Source: an optimization exercise on an open RTL-to-GDS flow (aim: small area, a short achievable clock period and few clock cycles per item). Production flows keep margins and buffers that such runs may drop. In this exercise RTL edits were held to simulation tests only and were not proved equivalent to the original. Power figures rest on the tool's default switching activity, not on a simulated workload.

==> flow/design.v, too long to show whole: its modules and the start of the top module <==
// module fa_cell: 4 lines
// module mkMACBuff: 4079 lines
module mkMACBuff (
    input  CLK,
    input  RST_N,
    input  EN_mac,
    output RDY_mac,
    input  [15:0] mac_vectA_0,
    input  [15:0] mac_vectB_0,
    input  [15:0] mac_vectA_1,
    input  [15:0] mac_vectB_1,
    input  [15:0] mac_vectA_2,
    input  [15:0] mac_vectB_2,
    input  [15:0] mac_vectA_3,
    input  [15:0] mac_vectB_3,
    output EN_writeMem,
    output [5:0] writeMem_addr,
    output [33:0] writeMem_val,
    input  EN_blockRead,
    output RDY_blockRead,
    output EN_readMem,
    output [5:0] readMem_addr,
    input  [33:0] readMem_val,
    output VALID_memVal,
    output [33:0] memVal_data
);
  // ...
==> flow/run.sh <==
#!/bin/bash
# synth_recipe.tcl (not shown) runs the flow's synth.tcl, then flattens the netlist and writes it again
# the make line also repeats each setting of config.mk as NAME=value (left out here)
make -C /OpenROAD-flow-scripts/flow DESIGN_CONFIG=/design/flow/config.mk WORK_HOME=/design/flow/orfs CLKGATE_MAP_FILE= SYNTH_SCRIPT=/design/flow/synth_recipe.tcl finish
==> flow/config.mk <==
export PLATFORM = sky130hd
export DESIGN_NAME = mkMACBuff
export DESIGN_NICKNAME = mkMACBuff
export VERILOG_FILES = /design/flow/design.v
export SDC_FILE = /design/flow/constraint.sdc
export NUM_CORES = 4
export LEC_CHECK = 0
export CAP_MARGIN = 20
export CORE_MARGIN = 2
export CORE_UTILIZATION = 40
export SETUP_SLACK_MARGIN = 2.1
export SLEW_MARGIN = 20
export SYNTH_HIERARCHICAL = 1
export SYNTH_MINIMUM_KEEP_SIZE = 0
==> flow/constraint.sdc <==
create_clock -name core_clock -period 4.5 [get_ports {CLK}]
set_input_delay 0.9000 -clock core_clock [delete_from_list [all_inputs] [get_ports {CLK}]]
set_output_delay 0.9000 -clock core_clock [all_outputs]
set_load 0.01 [all_outputs]
==> flow_summary.toml, run 1 <==
[detailed_routing]
drt_pass1_iterations = 5
wirelength_met1_microns = 48880

[worst_setup_path]
crit_type = "flip-flop to flip-flop"
crit_path_max_incr_delay_ns = 0.71
worst-r2r-cell-count = 4
crit_path_start = "a0_r[4]$_DFF_P_"

[logic_synthesis]
synthArstFlopShare_pct = 3.896
synth-xor-area-share_pct = 0.8764
yosys_warnings = 7
yosys-top-cells-area = "fa_1 (47%), dfxtp_1 (33%), nand2_1 (9.7%)"
synth.most_common_cell = "nand2_1"
synth_mux_area_share_pct = 0.07940
seq_area_frac_synth_pct = 34.19
synth-adder-area-share_pct = 48.40
synthTopCellsByCount = "nand2_1 (1059), fa_1 (965), dfxtp_1 (666)"
synth_edf_count = 0

[power]
powerClk_mw = 6.81
p_int_mw = 19.15
ir_worst_vdd_v = 0.0003539

[place]
placed_cell_area_sq_um = 43410
dp.cells = 4659
dp_hpwl_microns = 94750

[clock_network]
cts_setup_buffers = 57
cts.sinks = 693

[global_route]
grt_overflow = 0
met1_usage_pct = 32.10
grt_busiest_layer = "met2"
first_global_vias = 28010
antenna_found_initial = 1

[outcome]
status = "finished clean"

[finish]
buffers = 305
seq_area_share_pct = 30.18
dominant_cells = "multi-input gates"

[timing]
worst-slew-pin-transition_ns = 0.9162
finClkSkew_ns = 0.04940
finalHoldViolCount = 0

[min_path]
min_from = "t2_s1729$_DFF_P_"
Testbench counts, summed over its fixed seeds: cycles 14,464, items 12,288.
==> inputs of run 2 (changes only) <==
--- a/flow/config.mk
+++ b/flow/config.mk
@@ -8,6 +8,7 @@
 export CAP_MARGIN = 20
 export CORE_MARGIN = 2
 export CORE_UTILIZATION = 40
+export CTS_BUF_LIST = sky130_fd_sc_hd__clkbuf_4 sky130_fd_sc_hd__clkbuf_8
 export SETUP_SLACK_MARGIN = 2.1
 export SLEW_MARGIN = 20
 export SYNTH_HIERARCHICAL = 1
==> run 2 against run 1 <==
Net effect:
- synthesized cell count unchanged
- worst hold slack got worse by 0.00065 ns
- first-iteration DRC count decreased by 5.1%
- final cell count increased by 2.1%
- routed wire length increased by 0.59%
- still clean
==> flow_summary.toml, run 2 <==
[worst_setup_path]
cp.buffers_inverters = 1
start_kind = "flip-flop"
crit_path_start = "b0_r[5]$_DFF_P_"
crit_chain = "buf_4, nand2_1, fa_1, fa_2, fa_1"
crit_path_max_incr_delay_ns = 0.69
cp_top_family = "adder cells"
rr_startpoint = "b0_r[5]$_DFF_P_"
path_common_cell = "fa_1"
critPathArrivalTime_ns = 3.13
crit_path_end_kind = "flip-flop"
worstPathMaxFanout = 16
crit_type = "flip-flop to flip-flop"
slowest_stage = "fa_1"
crit_required_ns = 5.17

[timing]
fin_hold_ws_ns = 0.3253
finClkSkew_ns = 0.06490
worst-slew-pin-transition_ns = 0.9363
max_freq_mhz = 406.0
fin_crit_ns = 2.463
finalSetupViolCount = 0
finalHoldViolCount = 0
post-route-period-util_pct = 54.74
worst_slew_margin_rel_pct = 37.39
finalMaxSlewViolations = 0
tns_ns = 0
rsz0062_at_grt = "yes"

[global_route]
grt_overflow = 0
track_usage_pct = 24.27
grt_max_degree = 22
antenna_found_initial = 2
grt_pass1_wl_microns = 183200
first_global_vias = 28440

[place]
routabilityCongestion = 0.9358
portBuffers = 182
dp_hpwl_microns = 94750

[power]
p_leak_nw = 18.20
ir_worst_vdd_v = 0.0002963
power_density_nw_per_um2 = 644.5

[finish]
area_delta_synth_final_pct = 17.84
largest_register_ffs = 34
nNetsFinal = 4712
final_common_cell = "nand2_1"
layout_common_cells = "nand2_1 (1057), fa_1 (937), dfxtp_1 (538)"
drive_above_1_share_pct = 15.36
regMostFlops = "res"

[floorplanning]
dieArea_sq_um = 105000
dieHeight_microns = 324.0
start_util_pct = 40.27
die_x_microns = 324.0
pin_count = 251
rows = 117
coreArea_sq_um = 101700

[clock_network]
numCtsBuffers = 118
clkTransAtPathRegs_ns = 0.07
htreeDepth = 3
cts_tree = "yes"
clock_latency_ns = 0.80
clockBufferDepth = 3
root_buffer = "clkbuf_8"
cts.sinks = 693

[logic_synthesis]
synthArstFlopShare_pct = 3.896
syn-num-nets = 4561
yosysUniqueCellTypes = 58
synth.most_common_cell = "nand2_1"
ys.flop_type = "dfxtp_1"
synth-seq-cells = 693
yosys-top-cells-area = "fa_1 (47%), dfxtp_1 (33%), nand2_1 (9.7%)"
syn_area_per_cell_sq_um = 12.09
seq_area_frac_synth_pct = 34.19
yosys_warnings = 7
synthTopCellsByCount = "nand2_1 (1059), fa_1 (965), dfxtp_1 (666)"
syn-cell-area_sq_um = 40970
synth_top_area_share_pct = 47.15
synth_edf_count = 0
synth_top_area_cell = "fa_1"
synthCells = 3389

[detailed_routing]
drt_pass1_iterations = 6
antenna_left = 0
vias = 25950
vias_per_cell = 5.180
drt-initial-drc-count = 2277
drt_wl_total_microns = 126000
post-route-drc-count = 0
wl_per_cell_microns = 25.15

[min_path]
min_from = "t2_s1729$_DFF_P_"
min_path_type = "flip-flop to flip-flop"

[run]
drv_cap = 0

[outcome]
status = "finished clean"
-- run 2: cell counts after synthesis --
Identical to the previous run, type by type.
-- run 2: cell type report --
class                      count  area, sq um
fill                        8954        53460
multi-input combinational   2288        25520
sequential                   693        14490
timing repair buffer         333         3416
clock buffer                 191         2447
tap                         1368         1712
inverter                     106        397.9
clock inverter                29        294.0
antenna                        2        5.005
-- run 2: kinds of logic (layout without fill, tap and decap cells) --
group / Yosys count / in the layout / share of synthesized area, %
and+or+nand+nor: 1135 / 1135 / 10.71
adders and majority gates: 1006 / 1006 / 48.40
DFF: 693 / 693 / 34.19
buffers and inverters: 408 / 659 / 4.049
AOI/OAI and AO/OA: 103 / 103 / 1.692
xor gates and xnor gates: 41 / 41 / 0.8765
muxes: 3 / 3 / 0.07940
other: 0 / 2 / 0
-- run 2: timing repair --
action | in CTS | in global routing
pin swaps | 0 | 9
cloned | 0 | 2
hold buffers | 0 | 0
buffers inserted | 69 | 58
setup endpoints to repair | 360 | 98
gates resized for setup | 336 | 59
-- run 2: worst reg2reg max path: stages, from the launching register on --
cell	delay, ns
dfxtp_4	0.52
buf_4	0.19
nand2_1	0.06
fa_1	0.48
fa_2	0.41
fa_1	0.69
-- run 2: through the flow --
| step | utilization (%) | instances | worst slack [ns] | area (sq um) | power, mW |
|---|---|---|---|---|---|
| 6_report | 47.46 | 5010 | 2.037 | 48280 | 31.12 |
| 5_1_grt | 47.45 | 5009 | 2.036 | 48280 | 33.84 |
| 4_1_cts | 46.60 | 4948 | 2.093 | 47420 | 31.13 |
| 3_5_place_dp | 42.67 | 4659 | 1.522 | 43410 | 24.57 |
| 3_3_place_gp | 42.67 | 4659 | 1.545 | 43410 | 24.23 |
| 2_1_floorplan | - | 3389 | 2.082 | 41130 | 18.79 |
-- run 2: final timing paths --
| kind | endpoint | slack [ns] | depth (start not counted) |
|---|---|---|---|
| worst max register to register | t1_s1215$_DFF_P_ | 2.04 | 5 |
| worst max-delay path | t1_s1215$_DFF_P_ | 2.04 | 5 |
| max in group asynchronous | rd_addr[0]$_DFFE_PN0P_ | 3.19 | 2 |
| min in group asynchronous | wr_addr[0]$_DFFE_PN0P_ | 0.65 | 1 |
| worst min-delay path | t3_t2_s1729$_DFF_P_ | 0.33 | 0 |
| worst min register to register | t3_t2_s1729$_DFF_P_ | 0.33 | 0 |
-- run 2: report_power, final --
part | switching [mW] | total, mW | internal (mW)
Combinational | 7.86 | 14.4 | 6.49
Sequential | 1.65 | 10.3 | 8.67
Clock | 2.72 | 6.45 | 3.72
-- run 2: routing by layer --
metal  share of wire [%]  routed length (microns)  GRT usage (%)  vias up
met5                   0                        0              0        -
met4                 4.3                     5398          10.01        0
met3                  13                    16730          9.215      381
met2                  44                    54880          36.37     1633
met1                  39                    48980          31.68    13500
li1                    -                        -              -    10440
-- run 2: per-module statistics from Yosys (local to each module, per instance) --
| module | cells | flip-flops and latches |
|---|---|---|
| fa_cell | 1 | 0 |
| mkMACBuff | 2424 | 693 |
==> inputs of run 3 (changes only) <==
==> flow/flow/run.sh (new file) <==
#!/bin/bash
# Standard layout, unchanged; tool output goes to standard.log.
bash standard.sh > standard.log 2>&1
==> flow/standard.sh (new file) <==
#!/bin/bash
# synth_recipe.tcl (not shown) runs the flow's synth.tcl, then flattens the netlist and writes it again
# the make line also repeats each setting of config.mk as NAME=value (left out here)
make -C /OpenROAD-flow-scripts/flow DESIGN_CONFIG=/design/flow/config.mk WORK_HOME=/design/flow/orfs CLKGATE_MAP_FILE= SYNTH_SCRIPT=/design/flow/synth_recipe.tcl "${@:-finish}"
--- a/flow/config.mk
+++ b/flow/config.mk
@@ -8,7 +8,6 @@
 export CAP_MARGIN = 20
 export CORE_MARGIN = 2
 export CORE_UTILIZATION = 40
-export CTS_BUF_LIST = sky130_fd_sc_hd__clkbuf_4 sky130_fd_sc_hd__clkbuf_8
 export SETUP_SLACK_MARGIN = 2.1
 export SLEW_MARGIN = 20
 export SYNTH_HIERARCHICAL = 1
removed: flow/run.sh
==> run 3 against run 2 <==
Net effect:
- still clean on timing, DRC and antenna
- utilization shrank 0.30 points
- sequential share of layout area grew 0.18 points
- worst setup slack lost 0.034 ns
- worst hold slack gained 0.00065 ns
- final cell count shrank 2.1%
- cell area shrank 0.63%
- register-to-register slack lost 0.03 ns
- sequential power is essentially flat
- via count shrank 1.5%
- clock power grew 5.6%
- combinational power is essentially flat
- critical path depth shrank 1
- critical path type unchanged
- largest cell class unchanged
- largest power group unchanged
==> flow_summary.toml, run 3 <==
[outcome]
status = "finished clean"

[place]
placed_cell_area_sq_um = 43410
routabilityCongestion = 0.9358
dpl_worst_slack_ns = 1.522
dp_hpwl_microns = 94750
portBuffers = 182

[logic_synthesis]
synthCells = 3389
synth.most_common_cell = "nand2_1"
synth_top_area_share_pct = 47.15
yosysUniqueCellTypes = 58
seq_area_frac_synth_pct = 34.19
synthTopCellsByCount = "nand2_1 (1059), fa_1 (965), dfxtp_1 (666)"
synth_edf_count = 0
yosys_warnings = 7
syn_area_per_cell_sq_um = 12.09
synth-seq-cells = 693
syn-cell-area_sq_um = 40970
ys.flop_type = "dfxtp_1"
yosys-top-cells-area = "fa_1 (47%), dfxtp_1 (33%), nand2_1 (9.7%)"
synth_top_area_cell = "fa_1"
synthArstFlopShare_pct = 3.896
syn-num-nets = 4561

[clock_network]
htreeDepth = 3
cts_hold_buf = 0
numCtsBuffers = 81
cts_tree = "yes"
root_buffer = "clkbuf_16"
cts.sinks = 693
clkTransAtPathRegs_ns = 0.06
clock_latency_ns = 0.68
clockBufferDepth = 3

[detailed_routing]
drt_pass1_iterations = 5
post-route-drc-count = 0
drt-initial-drc-count = 2400
drt_wl_total_microns = 125300
antenna_left = 0
vias = 25560
wl_per_cell_microns = 25.54
vias_per_cell = 5.211

[power]
power_density_nw_per_um2 = 654.5
ir_worst_vdd_v = 0.0003539
p_leak_nw = 17.98
p_total_mw = 31.40

[finish]
area_delta_synth_final_pct = 17.10
regMostFlops = "res"
ff_latch_area_sq_um = 14480
diodes = 0
finish.utilization_pct = 47.16
final_common_cell = "nand2_1"
finalInstanceArea_sq_um = 47980
nNetsFinal = 4647
nFillCells = 8970
multi_input_area_sq_um = 25510
largest_register_ffs = 34
layout_common_cells = "nand2_1 (1059), fa_1 (943), dfxtp_1 (540)"
drive_above_1_share_pct = 12.33

[worst_setup_path]
critPathArrivalTime_ns = 3.01
crit_path_start = "a0_r[4]$_DFF_P_"
worst-r2r-cell-count = 4
crit_type = "flip-flop to flip-flop"
worstPathMaxFanout = 16
start_kind = "flip-flop"
crit_path_end = "t1_s1205$_DFF_P_"
rr_startpoint = "a0_r[4]$_DFF_P_"
reg2reg_to = "t1_s1205$_DFF_P_"
crit_required_ns = 5.01
r2r_setup_slack_ns = 2.00
crit_path_end_kind = "flip-flop"

[floorplanning]
die_x_microns = 324.0
dieHeight_microns = 324.0
coreArea_sq_um = 101700
start_util_pct = 40.27
dieArea_sq_um = 105000
rows = 117
pin_count = 251

[timing]
fin_ws_ns = 2.003
finalSetupViolCount = 0
post-route-period-util_pct = 55.50
tns_ns = 0
finalMaxSlewViolations = 0
rsz0062_at_grt = "yes"
max_freq_mhz = 400.4
worst-slew-pin-transition_ns = 0.9162
finClkSkew_ns = 0.04940
worst_slew_margin_rel_pct = 38.73
finalHoldViolCount = 0
fin_crit_ns = 2.497

[global_route]
grt_overflow = 0
grt_max_degree = 22
antenna_found_initial = 1
grt_pass1_wl_microns = 182900
track_usage_pct = 24.31
first_global_vias = 28010

[run]
drv_cap = 0

[min_path]
min_path_type = "flip-flop to flip-flop"
-- run 3: logic make-up (layout without fill, tap and decap cells) --
kind of cell	after synthesis	in the layout	synth area share [%]
compound gates	103	103	1.692
mux	3	3	0.07940
fa+ha+maj	1006	1006	48.40
simple gates	1135	1135	10.71
flops	693	693	34.19
buf+inv	408	556	4.049
xor+xnor	41	41	0.8765
-- run 3: worst min-delay path by stage --
| stage | startpoint | cells after the start | endpoint |
|---|---|---|---|
| floorplan | t1_c1106$_DFF_P_ | 0 | t2_t1_c1106$_DFF_P_ |
| global placement | t1_pp3_15_14$_DFF_P_ | 0 | t2_t1_pp3_15_14$_DFF_P_ |
| detailed placement | t2_t1_c1106$_DFF_P_ | 0 | t3_t2_t1_c1106$_DFF_P_ |
| CTS | t2_s1729$_DFF_P_ | 0 | t3_t2_s1729$_DFF_P_ |
| finish | t2_s1729$_DFF_P_ | 0 | t3_t2_s1729$_DFF_P_ |
| global route | t2_c1600$_DFF_P_ | 0 | t3_t2_c1600$_DFF_P_ |
-- run 3: power breakdown --
part / switching, mW / internal, mW
Clock: 2.77 / 4.04
Combinational: 7.84 / 6.44
Sequential: 1.64 / 8.67
-- run 3: modules after synthesis, one instance, submodules excluded --
module     flops+latches  cells inside
mkMACBuff            693          2424
fa_cell                0             1
-- run 3: area by class of cell --
type | instances | share of cell area (%)
Clock inverter | 38 | 0.8710
Multi-Input combinational cell | 2288 | 53.18
Timing Repair Buffer | 305 | 6.541
Inverter | 106 | 0.8293
Clock buffer | 107 | 4.832
Sequential cell | 693 | 30.18
Tap cell | 1368 | 3.568
-- run 3: worst max-delay path, stage by stage, from the launching register on --
cell and delay [ns]:
dfxtp_4 0.51, nand2_1 0.13, fa_1 0.52, fa_1 0.71, fa_1 0.48
-- run 3: stage by stage --
step / hold slack (ns) / cells
2_1_floorplan: 0.3096 / 3389
3_3_place_gp: 0.3105 / 4659
3_5_place_dp: 0.3121 / 4659
4_1_cts: 0.3254 / 4861
5_1_grt: 0.3300 / 4905
6_report: 0.3259 / 4905
-- run 3: routing by layer --
layer  GRT usage (%)  vias to the layer above  share of wire [%]
li1                -                    10290                  -
met1           32.10                    13270                 39
met2           36.67                     1631                 44
met3           8.878                      365                 13
met4           9.167                        0                4.0
met5               0                        -                  0
-- run 3: repair_timing --
action | 4_1_cts | 5_1_grt
pin swaps | 2 | 6
resized for setup | 323 | 43
setup endpoints to repair | 358 | 82
buffers inserted | 57 | 44
==> inputs of run 4 (changes only) <==
==> flow/run.sh (new file) <==
#!/bin/bash
# synth_recipe.tcl (not shown) runs the flow's synth.tcl, then flattens the netlist and writes it again
# the make line also repeats each setting of config.mk as NAME=value (left out here)
make -C /OpenROAD-flow-scripts/flow DESIGN_CONFIG=/design/flow/config.mk WORK_HOME=/design/flow/orfs CLKGATE_MAP_FILE= SYNTH_SCRIPT=/design/flow/synth_recipe.tcl finish
--- a/flow/config.mk
+++ b/flow/config.mk
@@ -8,7 +8,7 @@
 export CAP_MARGIN = 20
 export CORE_MARGIN = 2
 export CORE_UTILIZATION = 40
-export SETUP_SLACK_MARGIN = 2.1
+export SETUP_SLACK_MARGIN = 2.25
 export SLEW_MARGIN = 20
 export SYNTH_HIERARCHICAL = 1
 export SYNTH_MINIMUM_KEEP_SIZE = 0
removed: flow/flow/run.sh
removed: flow/standard.sh
==> run 4 against run 3 <==
Net effect:
- synthesized cell count stayed put
- highest routed layer is now met5
- clock skew is 0.011 ns lower
- count of clock-buffer cells in the layout stayed put
- critical path depth is 2 higher
- critical path type unchanged
==> flow_summary.toml, run 4 <==
[clock_network]
numCtsBuffers = 80
cts.sinks = 693
clockBufferDepth = 3
htreeDepth = 3
clkTransAtPathRegs_ns = 0.06
cts_hold_buf = 0
root_buffer = "clkbuf_16"
clock_latency_ns = 0.67
cts_tree = "yes"

[worst_setup_path]
crit_type = "flip-flop to flip-flop"
crit_path_start = "b0_r[13]$_DFF_P_"
critPathArrivalTime_ns = 2.97
worstPathMaxFanout = 6
reg2reg_to = "t1_s1343$_DFF_P_"
r2r_setup_slack_ns = 2.07
crit_required_ns = 5.04
start_kind = "flip-flop"
crit_path_end_kind = "flip-flop"
crit_path_end = "t1_s1343$_DFF_P_"
worst-r2r-cell-count = 6
rr_startpoint = "b0_r[13]$_DFF_P_"

[finish]
nNetsFinal = 5034
multi_input_area_sq_um = 27190
ff_latch_area_sq_um = 14500
nFillCells = 8000
largest_register_ffs = 34
area_delta_synth_final_pct = 35.55
layout_common_cells = "nand2_1 (876), fa_1 (623), dfxtp_1 (534)"
stdcell_count = 5295
regMostFlops = "res"
final_common_cell = "nand2_1"
drive_above_1_share_pct = 34.36

[logic_synthesis]
yosys_warnings = 7
synthCells = 3389
synthArstFlopShare_pct = 3.896
synth.most_common_cell = "nand2_1"
syn-cell-area_sq_um = 40970
ys.flop_type = "dfxtp_1"
synth-seq-cells = 693
synth_top_area_cell = "fa_1"
synth_top_area_share_pct = 47.15
syn-num-nets = 4561
yosys-top-cells-area = "fa_1 (47%), dfxtp_1 (33%), nand2_1 (9.7%)"
seq_area_frac_synth_pct = 34.19
yosysUniqueCellTypes = 58
synthTopCellsByCount = "nand2_1 (1059), fa_1 (965), dfxtp_1 (666)"
synth_edf_count = 0
syn_area_per_cell_sq_um = 12.09

[min_path]
min_path_type = "flip-flop to flip-flop"

[detailed_routing]
drt_wl_total_microns = 154400
vias_per_cell = 5.484
wl_per_cell_microns = 29.16
vias = 29040
drt-initial-drc-count = 3411
post-route-drc-count = 0
antenna_left = 0
drt_pass1_iterations = 6

[timing]
fin_crit_ns = 2.431
worst_slew_margin_rel_pct = 63.95
finClkSkew_ns = 0.03848
rsz0062_at_grt = "yes"
finalSetupViolCount = 0
max_freq_mhz = 411.4
tns_ns = 0
finalHoldViolCount = 0
post-route-period-util_pct = 54.02
worst-slew-pin-transition_ns = 0.5390
finalMaxSlewViolations = 0

[floorplanning]
pin_count = 251
coreArea_sq_um = 101700
dieArea_sq_um = 105000
dieHeight_microns = 324.0
rows = 117
die_x_microns = 324.0
start_util_pct = 40.27

[global_route]
use_met2_pct = 44.79
grt_busiest_layer = "met2"
first_global_vias = 31300
antenna_found_initial = 7
grt_overflow = 0
met1_usage_pct = 35.71
grt_pass1_wl_microns = 216900
grt_max_degree = 17
grt_util_met3_pct = 11.27
track_usage_pct = 29.51

[power]
ir_worst_vdd_v = 0.0003293
p_leak_nw = 21.21
power_density_nw_per_um2 = 593.9

[place]
routabilityCongestion = 0.9288
dp_hpwl_microns = 95040
dp.cells = 4657
portBuffers = 182

[run]
drv_cap = 0

[outcome]
status = "finished clean"
[run 4: cell counts after synthesis]
No cell type changed its count.
[run 4: worst min path at each step]
stage | start | to | cells past startpoint
6_report | t2_t1_s1105$_DFF_P_ | t3_t2_t1_s1105$_DFF_P_ | 0
5_1_grt | t1_pp3_0_0$_DFF_P_ | t2_t1_pp3_0_0$_DFF_P_ | 0
3_3_place_gp | t2_s1601$_DFF_P_ | t3_t2_s1601$_DFF_P_ | 0
3_5_place_dp | t1_pp3_12_0$_DFF_P_ | t2_t1_pp3_12_0$_DFF_P_ | 0
4_1_cts | t1_pp3_12_0$_DFF_P_ | t2_t1_pp3_12_0$_DFF_P_ | 0
2_1_floorplan | t1_c1106$_DFF_P_ | t2_t1_c1106$_DFF_P_ | 0
[run 4: timing repair]
action                     CTS  global route
gates resized for setup    787           423
hold endpoints to repair     0             0
setup endpoints to repair  374           219
cloned                      10             3
buffers inserted           434            44
pin swaps                  277           323
[run 4: metrics by stage]
step,area [sq um],hold slack [ns],worst slack [ns],power (mW),util (%)
after global placement,43390,0.3127,1.474,24.18,42.65
after detailed placement,43390,0.3121,1.460,24.57,42.65
after global routing,55540,0.3339,2.081,35.43,54.59
after CTS,53720,0.3245,2.123,32.47,52.80
final,55540,0.3267,2.069,32.99,54.59
after floorplan,42720,0.3096,2.242,18.93,-
[run 4: cell families after synthesis]
logic type,count (synthesis),synth area share [%]
simple gates,1135,10.71
mux,3,0.07940
xor+xnor,41,0.8765
flops,693,34.19
compound gates,103,1.692
buf+inv,408,4.049
fa+ha+maj,1006,48.40
[run 4: report_power, final]
| group | internal, mW | switching [mW] |
|---|---|---|
| clock network | 4.04 | 2.81 |
| registers | 8.67 | 1.46 |
| logic | 7.34 | 8.66 |
| total | 20.1 | 12.9 |
[run 4: final cells by class]
class	instances	share of cell area, %
multi-input combinational	2288	48.96
sequential	693	26.10
timing repair buffer	693	16.18
clock buffer	107	4.078
tap	1368	3.082
clock inverter	39	0.8809
inverter	106	0.7164
antenna	1	0.004506
[run 4: per-module statistics from Yosys, one instance, submodules excluded]
| module | area (sq um) | flops+latches | times used | cells |
|---|---|---|---|---|
| mkMACBuff | 21650 | 693 | 1 | 2424 |
| fa_cell | 20.02 | 0 | 965 | 1 |
[run 4: per-layer routing]
layer | wire length [microns] | up-vias | part of all wire, %
met4 | 12850 | 6 | 8.3
li1 | - | 11100 | -
met5 | 36 | - | 0.023
met3 | 21900 | 802 | 14
met2 | 66510 | 2402 | 43
met1 | 53140 | 14720 | 34
[run 4: worst max-delay path, stage by stage (launching register included)]
cell and delay (ns):
dfxtp_4 0.40, buf_6 0.12, buf_12 0.15, nand2_4 0.06
fa_2 0.53, fa_1 0.59, fa_2 0.45
==> inputs of run 5 (changes only) <==
--- a/flow/config.mk
+++ b/flow/config.mk
@@ -8,7 +8,9 @@
 export CAP_MARGIN = 20
 export CORE_MARGIN = 2
 export CORE_UTILIZATION = 40
-export SETUP_SLACK_MARGIN = 2.25
+export CTS_CLUSTER_DIAMETER = 100
+export CTS_CLUSTER_SIZE = 20
+export SETUP_SLACK_MARGIN = 2.0
 export SLEW_MARGIN = 20
 export SYNTH_HIERARCHICAL = 1
 export SYNTH_MINIMUM_KEEP_SIZE = 0
==> run 5 against run 4 <==
Net effect:
- critical path depth down 2
- worst setup slack worse by 0.11 ns
- register-to-register slack worse by 0.11 ns
- cell area decreased by 18%
- die area unchanged
- total power is 13% lower
- critical path type unchanged
- synthesized cell count is the same
==> flow_summary.toml, run 5 <==
[clock_network]
clockBufferDepth = 3
clkTransAtPathRegs_ns = 0.09
htreeDepth = 2
cts_tree = "yes"
root_buffer = "clkbuf_16"
cts_hold_buf = 0
clock_latency_ns = 0.66
numCtsBuffers = 43
cts.sinks = 693

[detailed_routing]
post-route-drc-count = 0
vias_per_cell = 5.233
drt-initial-drc-count = 2014
antenna_left = 0
drt_pass1_iterations = 6
wl_per_cell_microns = 25.87
vias = 24810
drt_wl_total_microns = 122700

[logic_synthesis]
ys.flop_type = "dfxtp_1"
synthArstFlopShare_pct = 3.896
synth-seq-cells = 693
synthTopCellsByCount = "nand2_1 (1059), fa_1 (965), dfxtp_1 (666)"
yosys_warnings = 7
synth_edf_count = 0
yosysUniqueCellTypes = 58
syn-cell-area_sq_um = 40970
yosys-top-cells-area = "fa_1 (47%), dfxtp_1 (33%), nand2_1 (9.7%)"
synthCells = 3389
syn-num-nets = 4561
syn_area_per_cell_sq_um = 12.09
synth.most_common_cell = "nand2_1"
seq_area_frac_synth_pct = 34.19
synth_top_area_cell = "fa_1"
synth_top_area_share_pct = 47.15

[floorplanning]
dieArea_sq_um = 105000
die_x_microns = 324.0
coreArea_sq_um = 101700
start_util_pct = 40.27
rows = 117
dieHeight_microns = 324.0
pin_count = 251

[timing]
fin_crit_ns = 2.540
finClkSkew_ns = 0.03737
rsz0062_at_grt = "yes"
post-route-period-util_pct = 56.45
finalHoldViolCount = 0
fin_hold_ws_ns = 0.3269
fin_ws_ns = 1.960
max_freq_mhz = 393.6
worst-slew-pin-transition_ns = 0.6432
finalSetupViolCount = 0
worst_slew_margin_rel_pct = 56.76
finalMaxSlewViolations = 0
tns_ns = 0

[place]
portBuffers = 182
routabilityCongestion = 0.9465
dpl_worst_slack_ns = 1.448
dp.cells = 4662
dp_hpwl_microns = 95270
placed_cell_area_sq_um = 43430

[finish]
final_common_cell = "nand2_1"
finalInstanceArea_sq_um = 45410
area_delta_synth_final_pct = 10.84
diodes = 0
drive_above_1_share_pct = 7.590
layout_common_cells = "nand2_1 (1059), fa_1 (957), dfxtp_1 (539)"
stdcell_count = 4741
largest_register_ffs = 34
regMostFlops = "res"
finish.utilization_pct = 44.64
nNetsFinal = 4533

[global_route]
grt_pass1_wl_microns = 179700
grt_max_degree = 28
grt_overflow = 0
track_usage_pct = 23.87
antenna_found_initial = 5
first_global_vias = 27190

[worst_setup_path]
worst-r2r-cell-count = 4
crit_path_start = "b0_r[9]$_DFF_P_"
worstPathMaxFanout = 16
rr_startpoint = "b0_r[9]$_DFF_P_"
crit_path_max_incr_delay_ns = 0.69
crit_path_end_kind = "flip-flop"
critPathArrivalTime_ns = 3.06
path_common_cell = "fa_1"
start_kind = "flip-flop"
crit_type = "flip-flop to flip-flop"
crit_required_ns = 5.02
slowest_stage = "fa_1"
crit_chain = "nand2_1, fa_1, fa_1, fa_1"

[power]
p_switching_mw = 11.70
p_total_mw = 28.67
power_density_nw_per_um2 = 631.3
switching_share_pct = 40.80
ir_worst_vdd_v = 0.0003378
p_leak_nw = 16.66
p_comb_share_pct = 49.6
clkPwrFrac_pct = 14.3
power_frac_seq_pct = 36.1
p_int_mw = 16.97

[min_path]
min_path_type = "flip-flop to flip-flop"
min_from = "t2_s1815$_DFF_P_"
whs_path_depth = 0

[run]
drv_cap = 0

[outcome]
status = "finished clean"
[run 5: cell counts after synthesis]
No cell type changed its count.
[run 5: power by group through the flow]
stage                     logic, mW  clock network [mW]  registers [mW]
after detailed placement       14.2                   0            10.5
after CTS                      14.3                4.24            10.3
after global routing           16.3                4.42            10.5
after floorplan                9.01                   0            9.76
after global placement         13.8                   0            10.5
final                          14.2                4.10            10.3
[run 5: routing by layer]
layer	track usage, %	wire length (microns)	share of wire, %	up-vias
met5	0	45	0.037	-
met4	8.549	4075	3.3	6
met3	8.622	16130	13	259
met2	35.68	53310	43	1561
met1	32.03	49100	40	12990
li1	-	-	-	9999
[run 5: path summary, 6_finish.rpt]
kind	endpoint	slack (ns)
worst max-delay path	t1_s1319$_DFF_P_	1.96
worst min-delay path	t3_t2_s1815$_DFF_P_	0.33
worst max register to register	t1_s1319$_DFF_P_	1.96
worst min register to register	t3_t2_s1815$_DFF_P_	0.33
max in group asynchronous	rdy$_DFFE_PN1P_	3.57
min in group asynchronous	mac_cnt[3]$_DFFE_PN0P_	0.63
[run 5: repair_timing]
item                                    in CTS  in global routing
setup buffers                               11                 11
endpoints found under the setup margin     320                 84
gates resized for setup                    219                 60
pin swaps                                    0                  2
hold endpoints to repair                     0                  0
[run 5: worst max-delay path, delay by kind of cell (launching register included)]
kind | cells | cell delay [ns]
AND/OR/NAND/NOR | 1 | 0.13
flip-flops | 1 | 0.56
adder cells (fa/ha/maj) | 3 | 1.69
[run 5: area by class of cell]
type | instances | area [sq um]
Sequential cell | 693 | 14450
Multi-Input combinational cell | 2288 | 25380
Timing Repair Buffer | 229 | 2225
Fill cell | 9205 | 56330
Inverter | 106 | 397.9
Clock buffer | 51 | 1169
Clock inverter | 6 | 75.07
Tap cell | 1368 | 1712
[run 5: cell families (layout without fill, tap and decap cells)]
| group | after synthesis | count (layout) | synth area share (%) |
|---|---|---|---|
| muxes | 3 | 3 | 0.07940 |
| adders and majority gates | 1006 | 1006 | 48.40 |
| AOI/OAI and AO/OA | 103 | 103 | 1.692 |
| DFF | 693 | 693 | 34.19 |
| and+or+nand+nor | 1135 | 1135 | 10.71 |
| buffers and inverters | 408 | 392 | 4.049 |
| xor gates and xnor gates | 41 | 41 | 0.8765 |
[run 5: per-module statistics from Yosys (local to each module, per instance)]
module / cells inside / area (sq um) / copies in the design / flip-flops and latches
fa_cell: 1 / 20.02 / 965 / 0
mkMACBuff: 2424 / 21650 / 1 / 693
==> inputs of run 6 (changes only) <==
--- a/flow/config.mk
+++ b/flow/config.mk
@@ -8,8 +8,6 @@
 export CAP_MARGIN = 20
 export CORE_MARGIN = 2
 export CORE_UTILIZATION = 40
-export CTS_CLUSTER_DIAMETER = 100
-export CTS_CLUSTER_SIZE = 20
 export SETUP_SLACK_MARGIN = 2.0
 export SLEW_MARGIN = 20
 export SYNTH_HIERARCHICAL = 1
==> run 6 against run 5 <==
Net effect:
- still clean
- total power is 9.4% higher
- first-iteration DRC count is 2.7% higher
- maximum frequency is 1.1% higher
- clock skew is 0.0046 ns higher
- die area stayed put
- sequential cell count stayed put
- critical path depth stayed put
- critical path type unchanged
- largest power group unchanged
==> flow_summary.toml, run 6 <==
[worst_setup_path]
crit_path_end_kind = "flip-flop"
worst-r2r-cell-count = 4
reg2reg_to = "t1_s1319$_DFF_P_"
crit_required_ns = 5.01
worstPathMaxFanout = 16
crit_type = "flip-flop to flip-flop"
rr_startpoint = "b0_r[9]$_DFF_P_"
r2r_setup_slack_ns = 1.99
critPathArrivalTime_ns = 3.02
start_kind = "flip-flop"

[clock_network]
htreeDepth = 3
clock_latency_ns = 0.66
cts_tree = "yes"
clkTransAtPathRegs_ns = 0.06
numCtsBuffers = 80
cts.sinks = 693
root_buffer = "clkbuf_16"
clockBufferDepth = 3
cts_hold_buf = 0

[place]
routabilityCongestion = 0.9465
portBuffers = 182
dpl_worst_slack_ns = 1.448
dp.cells = 4662
dp_hpwl_microns = 95270

[min_path]
whs_path_depth = 0
min_path_type = "flip-flop to flip-flop"
min_from = "t2_s1815$_DFF_P_"
whs_endpoint = "t3_t2_s1815$_DFF_P_"

[timing]
fin_ws_ns = 1.988
finalHoldViolCount = 0
worst_slew_margin_rel_pct = 58.17
finClkSkew_ns = 0.04196
tns_ns = 0
rsz0062_at_grt = "yes"
max_freq_mhz = 398.1
fin_hold_ws_ns = 0.3254
finalSetupViolCount = 0
post-route-period-util_pct = 55.83
worst-slew-pin-transition_ns = 0.6223
finalMaxSlewViolations = 0
fin_crit_ns = 2.512

[finish]
nFillCells = 9089
stdcell_count = 4827
largest_register_ffs = 34
layout_common_cells = "nand2_1 (1059), fa_1 (959), dfxtp_1 (539)"
regMostFlops = "res"
final_common_cell = "nand2_1"
area_delta_synth_final_pct = 14.42
drive_above_1_share_pct = 9.456
nNetsFinal = 4566
finish.utilization_pct = 46.08

[logic_synthesis]
yosys-top-cells-area = "fa_1 (47%), dfxtp_1 (33%), nand2_1 (9.7%)"
synth-seq-cells = 693
synth-adder-area-share_pct = 48.40
synth-compound-area-share_pct = 1.692
synthSimpleGateAreaFrac_pct = 10.71
yosysUniqueCellTypes = 58
synth_mux_area_share_pct = 0.07940
synth_top_area_share_pct = 47.15
synth_top_family_by_area = "adder cells"
synth.most_common_cell = "nand2_1"
ys.flop_type = "dfxtp_1"
synthCells = 3389
seq_area_frac_synth_pct = 34.19
synth_edf_count = 0
syn_area_per_cell_sq_um = 12.09
synthArstFlopShare_pct = 3.896
yosys_warnings = 7
syn-num-nets = 4561
synth_top_area_cell = "fa_1"
synth-xor-area-share_pct = 0.8764
syn-cell-area_sq_um = 40970
synthTopCellsByCount = "nand2_1 (1059), fa_1 (965), dfxtp_1 (666)"

[detailed_routing]
drt_pass1_iterations = 5
vias_per_cell = 5.203
antenna_left = 0
post-route-drc-count = 0
drt-initial-drc-count = 2069
wl_per_cell_microns = 25.59
vias = 25120
drt_wl_total_microns = 123500

[floorplanning]
coreArea_sq_um = 101700
rows = 117
pin_count = 251
dieArea_sq_um = 105000
dieHeight_microns = 324.0
die_x_microns = 324.0
start_util_pct = 40.27

[outcome]
status = "finished clean"

[global_route]
grt_overflow = 0
antenna_found_initial = 1
track_usage_pct = 24.07
grt_pass1_wl_microns = 181500
grt_max_degree = 28
first_global_vias = 27690

[power]
power_density_nw_per_um2 = 669.1
ir_worst_vdd_v = 0.0003344
p_leak_nw = 17.35

[run]
drv_cap = 0
run 6: cell counts after synthesis:
Identical to the previous run, type by type.
run 6: timing repair:
| action | CTS | global route |
|---|---|---|
| pin swaps | 0 | 2 |
| setup endpoints to repair | 318 | 83 |
| setup buffers | 5 | 13 |
| gates resized for setup | 220 | 51 |
run 6: final cells by class:
type                            instances  area (sq um)  share of cell area, %
Clock inverter                         38         455.4                 0.9715
Sequential cell                       693         14450                  30.82
Multi-Input combinational cell       2288         25380                  54.13
Inverter                              106         397.9                 0.8487
Antenna cell                            1         2.502               0.005338
Timing Repair Buffer                  225          2200                  4.692
Clock buffer                          108          2288                  4.881
Tap cell                             1368          1712                  3.651
run 6: routing by layer:
metal	routed length (microns)	vias to the layer above	global-route usage (%)
met5	0	-	0
met4	4273	0	9.239
met3	15980	261	7.929
met2	53870	1519	36.10
met1	49380	13210	32.45
li1	-	10130	-
run 6: through the flow:
stage | power, mW | area, sq um
final | 31.37 | 46880
after CTS | 31.56 | 46570
after global routing | 33.97 | 46880
after floorplan | 18.77 | 40970
after detailed placement | 24.71 | 43430
after global placement | 24.28 | 43430
run 6: kinds of logic (layout without fill, tap and decap cells):
family / Yosys count / in the layout
simple gates: 1135 / 1135
compound gates: 103 / 103
other cells: 0 / 1
fa+ha+maj: 1006 / 1006
buf+inv: 408 / 477
flops: 693 / 693
xor+xnor: 41 / 41
mux: 3 / 3
run 6: worst max path at each step:
| stage | start | end | slack, ns | cells past startpoint |
|---|---|---|---|---|
| 4_1_cts | t3_t2_t1_s1$_DFF_P_ | res[32]$_DFF_P_ | 1.93 | 9 |
| 3_5_place_dp | a0_r[3]$_DFF_P_ | t1_s1291$_DFF_P_ | 1.45 | 4 |
| 3_3_place_gp | a0_r[1]$_DFF_P_ | t1_s1269$_DFF_P_ | 1.50 | 4 |
| 2_1_floorplan | a1_r[6]$_DFF_P_ | t1_s1145$_DFF_P_ | 2.00 | 6 |
| 5_1_grt | a0_r[0]$_DFF_P_ | t1_s1239$_DFF_P_ | 1.96 | 4 |
| 6_report | b0_r[9]$_DFF_P_ | t1_s1319$_DFF_P_ | 1.99 | 4 |
run 6: critical path, cell delays in order (launching register included):
cell and delay, ns:
dfxtp_4 0.55, nand2_1 0.13, fa_1 0.55, fa_1 0.69, fa_1 0.44
run 6: modules after synthesis (local to each module, per instance):
module,cells,cell area [sq um],flip-flops and latches,times used
fa_cell,1,20.02,0,965
mkMACBuff,2424,21650,693,1
run 6: power by group:
group          leakage (nW)  total [mW]  internal (mW)  switching, mW
Combinational          10.0        14.2           6.43           7.76
Clock                  1.35        6.80           4.09           2.71
Sequential             5.96        10.4           8.68           1.70
Total                  17.3        31.4           19.2           12.2
==> inputs of run 7 (changes only) <==
==> flow/flow/run.sh (new file) <==
#!/bin/bash
# The standard layout (the standard.sh, standard synthesis unchanged), with
# one change: the port buffers that global placement inserts on every input
# and output are buf_2 cells instead of the default choice.
# Each ORFS step writes its full log under orfs/logs/; make's own output goes
# to standard.log.
bash standard.sh BUFFER_PORTS_ARGS="-buffer_cell sky130_fd_sc_hd__buf_2" finish > standard.log 2>&1
==> flow/standard.sh (new file) <==
#!/bin/bash
# synth_recipe.tcl (not shown) runs the flow's synth.tcl, then flattens the netlist and writes it again
# the make line also repeats each setting of config.mk as NAME=value (left out here)
make -C /OpenROAD-flow-scripts/flow DESIGN_CONFIG=/design/flow/config.mk WORK_HOME=/design/flow/orfs CLKGATE_MAP_FILE= SYNTH_SCRIPT=/design/flow/synth_recipe.tcl "${@:-finish}"
removed: flow/run.sh
==> run 7 against run 6 <==
Net effect:
- still clean on timing, DRC and antenna
- register-to-register slack hardly changed
- cell area down 1.6%
- total power shrank 0.44%
- highest routed layer unchanged
==> flow_summary.toml, run 7 <==
[floorplanning]
dieArea_sq_um = 105000
die_x_microns = 324.0
coreArea_sq_um = 101700
rows = 117
start_util_pct = 40.27
dieHeight_microns = 324.0
pin_count = 251

[detailed_routing]
vias = 25120
antenna_left = 0
vias_per_cell = 5.207
wl_per_cell_microns = 25.45
drt_pass1_iterations = 5
post-route-drc-count = 0
drt-initial-drc-count = 2352
drt_wl_total_microns = 122800

[place]
portBuffers = 182
dp_hpwl_microns = 94980
routabilityCongestion = 0.9550

[timing]
post-route-period-util_pct = 55.84
rsz0062_at_grt = "yes"
fin_hold_ws_ns = 0.2664
tns_ns = 0
fin_crit_ns = 2.513
finalHoldViolCount = 0
max_freq_mhz = 398.0
worst_slew_margin_rel_pct = 60.18
worst-slew-pin-transition_ns = 0.5910
finalSetupViolCount = 0
finalMaxSlewViolations = 0
finClkSkew_ns = 0.03743

[clock_network]
cts_tree = "yes"
numCtsBuffers = 80
root_buffer = "clkbuf_16"
htreeDepth = 3
clkTransAtPathRegs_ns = 0.06
clockBufferDepth = 3
cts.sinks = 693
clock_latency_ns = 0.66

[logic_synthesis]
synth-seq-cells = 693
syn-num-nets = 4561
synth.most_common_cell = "nand2_1"
synth_edf_count = 0
synthArstFlopShare_pct = 3.896
syn_area_per_cell_sq_um = 12.09
ys.flop_type = "dfxtp_1"
synthCells = 3389
yosysUniqueCellTypes = 58
yosys-top-cells-area = "fa_1 (47%), dfxtp_1 (33%), nand2_1 (9.7%)"
yosys_warnings = 7
synth_top_area_share_pct = 47.15
seq_area_frac_synth_pct = 34.19
syn-cell-area_sq_um = 40970
synthTopCellsByCount = "nand2_1 (1059), fa_1 (965), dfxtp_1 (666)"
synth_top_area_cell = "fa_1"

[global_route]
first_global_vias = 27310
track_usage_pct = 23.92
grt_overflow = 0
grt_max_degree = 28
grt_pass1_wl_microns = 180800
antenna_found_initial = 2

[worst_setup_path]
r2r_setup_slack_ns = 1.99
path_common_cell = "fa_1"
crit_chain = "nand2_1, fa_1, fa_1, fa_1"
cp.buffers_inverters = 0
critPathArrivalTime_ns = 3.04
worst-r2r-cell-count = 4
worstPathMaxFanout = 16
start_kind = "flip-flop"
crit_type = "flip-flop to flip-flop"
cp_top_family = "adder cells"
crit_path_end_kind = "flip-flop"
rr_startpoint = "a1_r[5]$_DFF_P_"
crit_path_max_incr_delay_ns = 0.68
crit_required_ns = 5.03
crit_cells = 4
reg2reg_to = "t1_s1319$_DFF_P_"
slowest_stage = "fa_1"

[min_path]
min_path_type = "input pin to async pin"

[power]
ir_worst_vdd_v = 0.0003094
p_leak_nw = 17.38
power_density_nw_per_um2 = 677.2

[finish]
largest_register_ffs = 34
layout_common_cells = "nand2_1 (1059), fa_1 (960), dfxtp_1 (540)"
regMostFlops = "res"
area_delta_synth_final_pct = 12.56
final_common_cell = "nand2_1"
drive_above_1_share_pct = 14.73
nNetsFinal = 4567

[outcome]
status = "finished clean"

[run]
drv_cap = 0
## run 7: repair_timing
| item | 4_1_cts | 5_1_grt |
|---|---|---|
| hold buffers | 0 | 0 |
| pin swaps | 1 | 0 |
| setup endpoints to repair | 302 | 84 |
| resized for setup | 209 | 59 |
| buffers inserted | 2 | 20 |
## run 7: Yosys stat by module (local to each module, per instance)
module	cell area (sq um)	times used	flip-flops and latches	cells
mkMACBuff	21650	1	693	2424
fa_cell	20.02	965	0	1
## run 7: per-layer routing
| metal | up-vias | global-route usage, % | wire (microns) |
|---|---|---|---|
| met5 | - | 0 | 0 |
| met4 | 0 | 8.447 | 4280 |
| met3 | 286 | 7.617 | 15350 |
| met2 | 1547 | 35.42 | 53180 |
| met1 | 13170 | 33.12 | 49960 |
| li1 | 10120 | - | - |
## run 7: power breakdown
part           leakage (nW)  internal, mW  switching (mW)  total (mW)
Combinational          10.0          6.12            7.71        13.8
Clock                  1.38          4.28            2.75        7.02
Sequential             5.96          8.67            1.70        10.4
Total                  17.4          19.1            12.2        31.2
## run 7: area by class of cell
cell class / count / area (sq um)
multi-input cells: 2288 / 25390
clock inverters: 35 / 495.5
clock buffers: 108 / 2333
fillers: 9129 / 55620
repair buffers: 226 / 1323
inverters: 106 / 397.9
diodes: 1 / 2.502
well taps: 1368 / 1712
flip-flops and latches: 693 / 14460
## run 7: cell families after synthesis
kind of cell	Yosys count	synth area share, %
DFF	693	34.19
xor gates and xnor gates	41	0.8765
and+or+nand+nor	1135	10.71
adders and majority gates	1006	48.40
buffers and inverters	408	4.049
muxes	3	0.07940
AOI/OAI and AO/OA	103	1.692
## run 7: per-stage QoR
step                util, %  power, mW  area (sq um)  instances  setup WS [ns]
floorplan                 -      18.77         40970       3389          2.003
global placement      41.77      23.97         42500       4659          1.506
detailed placement    41.77      24.28         42500       4659          1.481
CTS                   44.94      31.38         45730       4804          2.001
global route          45.33      33.87         46120       4825          1.991
finish                45.33      31.23         46120       4825          1.987
## run 7: worst max path at each step
stage                          start  slack (ns)                to
global placement     b0_r[9]$_DFF_P_        1.51  t1_s1355$_DFF_P_
CTS                 b1_r[15]$_DFF_P_        2.00  t1_s1353$_DFF_P_
detailed placement   b0_r[9]$_DFF_P_        1.48  t1_s1319$_DFF_P_
finish               a1_r[5]$_DFF_P_        1.99  t1_s1319$_DFF_P_
global route        t3_s1817$_DFF_P_        1.99   res[26]$_DFF_P_
floorplan            a1_r[6]$_DFF_P_        2.00  t1_s1145$_DFF_P_
## run 7: worst reg2reg max path: stages (launching register included)
cell and delay (ns):
dfxtp_2 0.60, nand2_1 0.14, fa_1 0.53, fa_1 0.68, fa_1 0.45
==> inputs of run 8 (changes only) <==
--- a/flow/config.mk
+++ b/flow/config.mk
@@ -8,6 +8,8 @@
 export CAP_MARGIN = 20
 export CORE_MARGIN = 2
 export CORE_UTILIZATION = 40
+export CTS_CLUSTER_DIAMETER = 100
+export CTS_CLUSTER_SIZE = 20
 export SETUP_SLACK_MARGIN = 2.0
 export SLEW_MARGIN = 20
 export SYNTH_HIERARCHICAL = 1
==> run 8 against run 7 <==
Net effect:
- worst hold slack got worse by 0.0055 ns
- global-route usage shrank 0.32 points
- largest power group unchanged
- largest cell class unchanged
- total power fell by 9.1%
- critical path type unchanged
- utilization is 1.6 points lower
==> flow_summary.toml, run 8 <==
[logic_synthesis]
synth_edf_count = 0
synth-seq-cells = 693
synthArstFlopShare_pct = 3.896
ys.flop_type = "dfxtp_1"
synthTopCellsByCount = "nand2_1 (1059), fa_1 (965), dfxtp_1 (666)"
syn_area_per_cell_sq_um = 12.09
yosysUniqueCellTypes = 58
yosys_warnings = 7
syn-cell-area_sq_um = 40970
syn-num-nets = 4561
synth.most_common_cell = "nand2_1"
synthCells = 3389
seq_area_frac_synth_pct = 34.19
yosys-top-cells-area = "fa_1 (47%), dfxtp_1 (33%), nand2_1 (9.7%)"
synth_top_area_cell = "fa_1"
synth_top_area_share_pct = 47.15

[clock_network]
clkTransAtPathRegs_ns = 0.09
clockBufferDepth = 3
cts.sinks = 693
clock_latency_ns = 0.67
htreeDepth = 2
cts_hold_buf = 0
numCtsBuffers = 45
cts_tree = "yes"
root_buffer = "clkbuf_16"

[worst_setup_path]
crit_required_ns = 5.02
reg2reg_to = "t1_s1319$_DFF_P_"
r2r_setup_slack_ns = 2.00
path_common_cell = "fa_1"
slowest_stage = "fa_1"
critPathArrivalTime_ns = 3.02
crit_type = "flip-flop to flip-flop"
worst-r2r-cell-count = 4
rr_startpoint = "b0_r[6]$_DFF_P_"
worstPathMaxFanout = 16
crit_chain = "nand2_1, fa_1, fa_1, fa_1"
crit_path_max_incr_delay_ns = 0.68
start_kind = "flip-flop"
cp.buffers_inverters = 0
cp_top_family = "adder cells"
crit_path_end_kind = "flip-flop"

[power]
p_total_mw = 28.40
switching_share_pct = 41.09
clkPwrFrac_pct = 15.1
ir_worst_vdd_v = 0.0003495
power_density_nw_per_um2 = 638.3
p_int_mw = 16.73
p_switching_mw = 11.67
power_frac_seq_pct = 36.5
p_comb_share_pct = 48.5
p_leak_nw = 16.60

[detailed_routing]
wl_per_cell_microns = 25.53
antenna_left = 0
vias_per_cell = 5.217
drt_pass1_iterations = 7
drt-initial-drc-count = 2136
drt_wl_total_microns = 120800
vias = 24690
post-route-drc-count = 0

[global_route]
grt_max_degree = 28
track_usage_pct = 23.60
first_global_vias = 26910
grt_util_met3_pct = 8.247
antenna_found_initial = 2
grt_busiest_layer = "met2"
use_met2_pct = 35.09
met1_usage_pct = 32.21
grt_overflow = 0
grt_pass1_wl_microns = 178200

[floorplanning]
coreArea_sq_um = 101700
rows = 117
dieArea_sq_um = 105000
pin_count = 251
die_x_microns = 324.0
start_util_pct = 40.27
dieHeight_microns = 324.0

[place]
dp_hpwl_microns = 94980
routabilityCongestion = 0.9550
portBuffers = 182

[timing]
finalSetupViolCount = 0
finalHoldViolCount = 0
fin_crit_ns = 2.505
worst-slew-pin-transition_ns = 0.6021
tns_ns = 0
rsz0062_at_grt = "yes"
max_freq_mhz = 399.2
post-route-period-util_pct = 55.67
finClkSkew_ns = 0.04424
finalMaxSlewViolations = 0
worst_slew_margin_rel_pct = 59.43

[outcome]
status = "finished clean"

[min_path]
min_path_type = "input pin to async pin"

[finish]
drive_above_1_share_pct = 12.60
regMostFlops = "res"
largest_register_ffs = 34
nNetsFinal = 4523
final_common_cell = "nand2_1"
area_delta_synth_final_pct = 8.603
layout_common_cells = "nand2_1 (1059), fa_1 (963), dfxtp_1 (540)"

[run]
drv_cap = 0
run 8: cell counts after synthesis:
Identical to the previous run, type by type.
run 8: layout make-up:
type	count	area [sq um]
well taps	1368	1712
multi-input cells	2288	25370
diodes	1	2.502
fillers	9270	57240
flip-flops and latches	693	14470
clock inverters	9	125.1
clock buffers	51	1211
inverters	106	397.9
repair buffers	217	1210
run 8: cells by family after synthesis:
family	Yosys count	synth area share [%]
flops	693	34.19
simple gates	1135	10.71
compound gates	103	1.692
xor+xnor	41	0.8765
buf+inv	408	4.049
fa+ha+maj	1006	48.40
mux	3	0.07940
run 8: how the worst max path moves through the flow:
stage	start	endpoint	slack (ns)	cells after the start
after floorplan	a1_r[6]$_DFF_P_	t1_s1145$_DFF_P_	2.00	6
after detailed placement	b0_r[9]$_DFF_P_	t1_s1319$_DFF_P_	1.48	4
after global routing	t3_t2_t1_c1106$_DFF_P_	res[33]$_DFF_P_	1.96	8
after CTS	a0_r[14]$_DFF_P_	t1_s1319$_DFF_P_	1.98	4
final	b0_r[6]$_DFF_P_	t1_s1319$_DFF_P_	2.00	4
after global placement	b0_r[9]$_DFF_P_	t1_s1355$_DFF_P_	1.51	4
run 8: per-module statistics from Yosys, one instance, submodules excluded:
module,cell area (sq um),cells,flops+latches
mkMACBuff,21650,2424,693
fa_cell,20.02,1,0
run 8: metal layers:
| layer | wire length [microns] | vias to the layer above |
|---|---|---|
| li1 | - | 9981 |
| met1 | 48530 | 12980 |
| met2 | 52430 | 1473 |
| met3 | 15740 | 254 |
| met4 | 4117 | 2 |
| met5 | 11 | - |
run 8: timing repair:
action,in CTS,in global routing
pin swaps,1,1
cloned,0,0
gates resized for setup,204,59
setup endpoints to repair,303,88
setup buffers,0,13
run 8: power by group through the flow:
stage | registers [mW] | clock network [mW] | logic, mW
3_3_place_gp | 10.5 | 0 | 13.5
3_5_place_dp | 10.5 | 0 | 13.8
5_1_grt | 10.6 | 4.61 | 15.8
6_report | 10.4 | 4.28 | 13.8
4_1_cts | 10.4 | 4.42 | 13.8
2_1_floorplan | 9.76 | 0 | 9.01
run 8: metrics by stage:
step	setup WS, ns	instance area, sq um	instances	hold slack (ns)	utilization [%]
6_report	1.995	44500	4733	0.2608	43.73
2_1_floorplan	2.003	40970	3389	0.3096	-
4_1_cts	1.983	44210	4719	0.2202	43.45
3_5_place_dp	1.481	42500	4659	0.3121	41.77
3_3_place_gp	1.506	42500	4659	0.3127	41.77
5_1_grt	1.963	44490	4732	0.2744	43.73
==> inputs of run 9 (changes only) <==
--- a/flow/config.mk
+++ b/flow/config.mk
@@ -10,7 +10,7 @@
 export CORE_UTILIZATION = 40
 export CTS_CLUSTER_DIAMETER = 100
 export CTS_CLUSTER_SIZE = 20
-export SETUP_SLACK_MARGIN = 2.0
+export SETUP_SLACK_MARGIN = 1.95
 export SLEW_MARGIN = 20
 export SYNTH_HIERARCHICAL = 1
 export SYNTH_MINIMUM_KEEP_SIZE = 0
==> run 9 against run 8 <==
Net effect:
- routed wire length down 0.27%
- first-iteration DRC count up 9.9%
- via count down 0.55%
- final cell count down 0.21%
- still clean on timing, DRC and antenna
- largest cell class unchanged
- register-to-register slack worse by 0.08 ns
- worst setup slack worse by 0.079 ns
- maximum frequency down 3.1%
- highest routed layer unchanged
- synthesized area unchanged
==> flow_summary.toml, run 9 <==
[finish]
area_delta_synth_final_pct = 8.126
nNetsFinal = 4513
layout_common_cells = "nand2_1 (1059), fa_1 (964), dfxtp_1 (540)"
largest_register_ffs = 34
regMostFlops = "res"
drive_above_1_share_pct = 12.28
final_common_cell = "nand2_1"
finish.utilization_pct = 43.54

[timing]
finalHoldViolCount = 0
max_freq_mhz = 386.9
rsz0062_at_grt = "yes"
post-route-period-util_pct = 57.43
tns_ns = 0
worst_slew_margin_rel_pct = 59.75
finClkSkew_ns = 0.04674
worst-slew-pin-transition_ns = 0.6038
fin_crit_ns = 2.584
finalSetupViolCount = 0
finalMaxSlewViolations = 0

[worst_setup_path]
crit_path_end_kind = "flip-flop"
critPathArrivalTime_ns = 3.09
path_common_cell = "fa_1"
crit_chain = "nand2_1, fa_1, fa_1, fa_1"
worstPathMaxFanout = 16
crit_required_ns = 5.01
start_kind = "flip-flop"
crit_type = "flip-flop to flip-flop"
r2r_setup_slack_ns = 1.92
slowest_stage = "dfxtp_2"
crit_path_max_incr_delay_ns = 0.68
cp_top_family = "adder cells"
cp.buffers_inverters = 0

[power]
ir_worst_vdd_v = 0.0003482
power_density_nw_per_um2 = 641.4
p_leak_nw = 16.54

[detailed_routing]
antenna_left = 0
vias_per_cell = 5.199
drt-initial-drc-count = 2348
drt_wl_total_microns = 120500
vias = 24560
wl_per_cell_microns = 25.52
drt_pass1_iterations = 5
post-route-drc-count = 0

[logic_synthesis]
seq_area_frac_synth_pct = 34.19
syn-num-nets = 4561
yosysUniqueCellTypes = 58
syn_area_per_cell_sq_um = 12.09
synth_top_area_cell = "fa_1"
ys.flop_type = "dfxtp_1"
yosys_warnings = 7
synthCells = 3389
yosys-top-cells-area = "fa_1 (47%), dfxtp_1 (33%), nand2_1 (9.7%)"
synth_edf_count = 0
synth-seq-cells = 693
synthTopCellsByCount = "nand2_1 (1059), fa_1 (965), dfxtp_1 (666)"
syn-cell-area_sq_um = 40970
synthArstFlopShare_pct = 3.896
synth.most_common_cell = "nand2_1"
synth_top_area_share_pct = 47.15

[global_route]
antenna_found_initial = 2
first_global_vias = 26880
grt_pass1_wl_microns = 178100
grt_max_degree = 28
track_usage_pct = 23.57
grt_overflow = 0

[clock_network]
cts_hold_buf = 0
root_buffer = "clkbuf_16"
clockBufferDepth = 3
cts.sinks = 693
clock_latency_ns = 0.67
cts_tree = "yes"
htreeDepth = 2
numCtsBuffers = 45
clkTransAtPathRegs_ns = 0.08

[place]
dp_hpwl_microns = 94980
portBuffers = 182
routabilityCongestion = 0.9550

[min_path]
min_path_type = "input pin to async pin"

[floorplanning]
start_util_pct = 40.27
dieHeight_microns = 324.0
die_x_microns = 324.0
coreArea_sq_um = 101700
dieArea_sq_um = 105000
pin_count = 251
rows = 117

[run]
drv_cap = 0

[outcome]
status = "finished clean"
==> run 9: changes by cell type in the layout (fill, tap and decap cells not counted), sizes merged <==
cell  before  now
buf      217  207
==> run 9: logic make-up (layout without fill, tap and decap cells) <==
family	count (synthesis)	after routing	share of synthesized area, %
simple gates	1135	1135	10.71
fa+ha+maj	1006	1006	48.40
flops	693	693	34.19
buf+inv	408	373	4.049
compound gates	103	103	1.692
xor+xnor	41	41	0.8765
mux	3	3	0.07940
other cells	0	1	0
==> run 9: power by group <==
part | leakage (nW) | switching (mW) | internal [mW] | total, mW
clock | 0.658 | 2.32 | 1.97 | 4.29
combinational | 9.93 | 7.65 | 6.10 | 13.7
sequential | 5.95 | 1.71 | 8.67 | 10.4
total | 16.5 | 11.7 | 16.7 | 28.4
==> run 9: final cells by class <==
| type | instances | area [sq um] |
|---|---|---|
| Timing Repair Buffer | 207 | 1099 |
| Clock buffer | 51 | 1211 |
| Multi-Input combinational cell | 2288 | 25380 |
| Sequential cell | 693 | 14380 |
| Clock inverter | 9 | 125.1 |
| Inverter | 106 | 397.9 |
| Tap cell | 1368 | 1712 |
| Fill cell | 9290 | 57440 |
| Antenna cell | 1 | 2.502 |
==> run 9: through the flow <==
stage	total power, mW	instances	hold WS [ns]	cell area (sq um)	worst slack, ns
after floorplan	18.77	3389	0.3096	40970	2.003
after global placement	23.97	4659	0.3127	42500	1.506
after detailed placement	24.28	4659	0.3121	42500	1.481
after CTS	28.60	4719	0.2202	44080	1.893
after global routing	31.03	4722	0.2743	44300	1.936
final	28.42	4723	0.2601	44300	1.916
==> run 9: Yosys stat by module, one instance, submodules excluded <==
| module | copies in the design | area, sq um |
|---|---|---|
| mkMACBuff | 1 | 21650 |
| fa_cell | 965 | 20.02 |
==> run 9: path summary, 6_finish.rpt <==
check	start	endpoint	cells past startpoint
max	b3_r[14]$_DFF_P_	t1_s1225$_DFF_P_	4
min	RST_N	wr_addr[3]$_DFFE_PN0P_	1
max reg2reg	b3_r[14]$_DFF_P_	t1_s1225$_DFF_P_	4
min reg2reg	t2_t1_c1106$_DFF_P_	t3_t2_t1_c1106$_DFF_P_	0
max in group asynchronous	RST_N	mac_cnt[3]$_DFFE_PN0P_	1
min in group core_clock	mac_vectA_0[14]	a0_r[14]$_DFF_P_	1
==> run 9: timing repair <==
item                                   CTS  global route
setup buffers                            0             3
pin swaps                                0             1
endpoints found under the hold margin    0             0
cloned                                   0             0
gates resized for setup                153            73
setup endpoints to repair              302            84
==> run 9: metal layers <==
layer	global-route usage, %	up-vias	share of wire [%]
met5	0	-	0.021
met4	8.056	4	3.6
met3	8.241	275	13
met2	35.05	1425	43
met1	32.14	12890	40
li1	-	9967	-
==> inputs of run 10 (changes only) <==
==> flow/flow/run.sh (replaced) <==
#!/bin/bash
# The standard layout (the standard.sh, standard synthesis unchanged), with
# two changes:
#  - the port buffers that global placement inserts on every input and output
#    are buf_2 cells instead of the default choice;
#  - timing repair only resizes gates and swaps pins (no new buffers, no
#    cloned gates).
# Each ORFS step writes its full log under orfs/logs/; make's own output goes
# to standard.log.
bash standard.sh BUFFER_PORTS_ARGS="-buffer_cell sky130_fd_sc_hd__buf_2" \
  SETUP_MOVE_SEQUENCE="unbuffer,sizeup,swap" finish > standard.log 2>&1
--- a/flow/config.mk
+++ b/flow/config.mk
@@ -10,7 +10,7 @@
 export CORE_UTILIZATION = 40
 export CTS_CLUSTER_DIAMETER = 100
 export CTS_CLUSTER_SIZE = 20
-export SETUP_SLACK_MARGIN = 1.95
+export SETUP_SLACK_MARGIN = 2.2
 export SLEW_MARGIN = 20
 export SYNTH_HIERARCHICAL = 1
 export SYNTH_MINIMUM_KEEP_SIZE = 0
==> run 10 against run 9 <==
Net effect:
- routed wire length grew 1.5%
- via count grew 0.59%
- clock skew is essentially flat
- die area is the same
- clock power shrank 3%
- synthesized area is the same
- worst hold slack gained 0.012 ns
- sequential share of layout area shrank 1.3 points
- total power grew 1.4%
==> flow_summary.toml, run 10 <==
[clock_network]
clkTransAtPathRegs_ns = 0.09
root_buffer = "clkbuf_16"
htreeDepth = 2
clockBufferDepth = 3
clock_latency_ns = 0.66
numCtsBuffers = 44
cts_tree = "yes"
cts.sinks = 693

[finish]
drive_above_1_share_pct = 32.78
layout_common_cells = "fa_1 (705), nand2_1 (654), dfxtp_1 (536)"
nNetsFinal = 4507
largest_register_ffs = 34
multi_input_area_sq_um = 27530
finalInstanceArea_sq_um = 46530
ff_latch_area_sq_um = 14490
area_delta_synth_final_pct = 13.56
final_common_cell = "fa_1"

[worst_setup_path]
worstPathMaxFanout = 16
critPathArrivalTime_ns = 2.99
reg2reg_to = "t1_s1205$_DFF_P_"
rr_startpoint = "b0_r[3]$_DFF_P_"
path_common_cell = "fa_2"
r2r_setup_slack_ns = 2.02
crit_path_end_kind = "flip-flop"
worst-r2r-cell-count = 4
crit_type = "flip-flop to flip-flop"
crit_chain = "nand2_2, fa_1, fa_2, fa_2"
crit_required_ns = 5.01

[logic_synthesis]
ys.flop_type = "dfxtp_1"
synth-seq-cells = 693
yosysUniqueCellTypes = 58
yosys-top-cells-area = "fa_1 (47%), dfxtp_1 (33%), nand2_1 (9.7%)"
syn-num-nets = 4561
syn_area_per_cell_sq_um = 12.09
synth_edf_count = 0
yosys_warnings = 7
seq_area_frac_synth_pct = 34.19
synthArstFlopShare_pct = 3.896
syn-cell-area_sq_um = 40970

[global_route]
track_usage_pct = 23.88
first_global_vias = 27250
grt_overflow = 0
antenna_found_initial = 3
grt_max_degree = 28

[power]
power_density_nw_per_um2 = 619.3
ir_worst_vdd_v = 0.0002632
p_leak_nw = 16.91

[timing]
max_freq_mhz = 403.5
fin_crit_ns = 2.478
tns_ns = 0
finClkSkew_ns = 0.04650
finalSetupViolCount = 0
worst_slew_margin_rel_pct = 61.20
post-route-period-util_pct = 55.07
finalMaxSlewViolations = 0

[detailed_routing]
drt_pass1_iterations = 7
vias = 24700
drt_wl_total_microns = 122300
wl_per_cell_microns = 25.96
antenna_left = 0
drt-initial-drc-count = 2304

[floorplanning]
die_x_microns = 324.0
start_util_pct = 40.27
coreArea_sq_um = 101700
rows = 117
dieArea_sq_um = 105000

[place]
placed_cell_area_sq_um = 42480
dp_hpwl_microns = 94620
dp.cells = 4657

[min_path]
min_path_type = "input pin to async pin"

[outcome]
status = "finished clean"
run 10: cell types whose count changed in the layout (fill, tap and decap cells not counted), moves of 10 or more:
cell     previous run  this run
nand2_1          1059       654
buf_4              25         5
nand2_2             0       345
buf_6               0        10
nand2_4             0        60
dfxtp_4            84       125
fa_2                1       260
fa_1              964       705
dfxtp_2            42         5
run 10: layout make-up:
type	count	share of cell area, %
multi-input cells	2288	59.17
flip-flops and latches	693	31.13
clock inverters	9	0.2797
clock buffers	45	2.420
well taps	1368	3.679
inverters	106	0.8551
repair buffers	202	2.463
diodes	1	0.005378
run 10: stage by stage:
step	setup WS (ns)	utilization [%]	total power [mW]
after floorplan	2.189	-	18.83
after global placement	1.493	41.76	23.87
after detailed placement	1.440	41.76	24.29
after CTS	2.093	44.35	28.76
after global routing	2.031	45.73	31.56
final	2.022	45.73	28.82
run 10: how the worst max path moves through the flow:
stage / startpoint / end / slack (ns) / depth (start not counted)
3_5_place_dp: b0_r[7]$_DFF_P_ / t1_s1205$_DFF_P_ / 1.44 / 4
2_1_floorplan: b2_r[0]$_DFF_P_ / t1_s1145$_DFF_P_ / 2.19 / 6
4_1_cts: b0_r[10]$_DFF_P_ / t1_s1205$_DFF_P_ / 2.09 / 4
5_1_grt: b0_r[3]$_DFF_P_ / t1_s1205$_DFF_P_ / 2.03 / 4
3_3_place_gp: b2_r[12]$_DFF_P_ / t1_c1318$_DFF_P_ / 1.49 / 4
6_report: b0_r[3]$_DFF_P_ / t1_s1205$_DFF_P_ / 2.02 / 4
run 10: critical path, delay by kind of cell (launching register included):
| kind | cells | cell delay [ns] |
|---|---|---|
| adder cells (fa/ha/maj) | 3 | 1.67 |
| flip-flops | 1 | 0.54 |
| AND/OR/NAND/NOR | 1 | 0.10 |
run 10: cell families (layout without fill, tap and decap cells):
group                    after synthesis  count (layout)  share of synthesized area [%]
buffers and inverters                408             362                          4.049
flip-flops                           693             693                          34.19
XOR/XNOR                              41              41                         0.8765
adder cells (fa/ha/maj)             1006            1006                          48.40
AND/OR/NAND/NOR                     1135            1135                          10.71
AO/OA/AOI/OAI                        103             103                          1.692
other                                  0               1                              0
multiplexers                           3               3                        0.07940
run 10: power by group:
group	leakage [nW]	internal (mW)	switching [mW]
sequential	5.97	8.66	1.85
clock	0.615	1.89	2.26
combinational	10.3	6.47	7.69
run 10: modules after synthesis, one instance, submodules excluded:
module     cells  flip-flops and latches  cell area (sq um)  copies in the design
mkMACBuff   2424                     693              21650                     1
fa_cell        1                       0              20.02                   965
run 10: layer usage:
layer / vias up / track usage, % / routed length (microns)
li1: 9954 / - / -
met1: 13010 / 32.27 / 49300
met2: 1454 / 35.96 / 53900
met3: 278 / 7.985 / 15160
met4: 2 / 8.529 / 3943
met5: - / 0 / 11
run 10: what timing repair did:
| item | in CTS | in global routing |
|---|---|---|
| setup endpoints to repair | 322 | 194 |
| gates cloned | 0 | 0 |
| pin swaps | 155 | 240 |
| gates resized for setup | 576 | 477 |

Setup slack of run 10, layout unchanged: 2.022 ns with ideal ports, 2.022 ns with driving cells assumed (clock clkbuf_16, inputs buf_2), 2.022 ns with port delays also shifted by the 0.699 ns mid clock arrival.
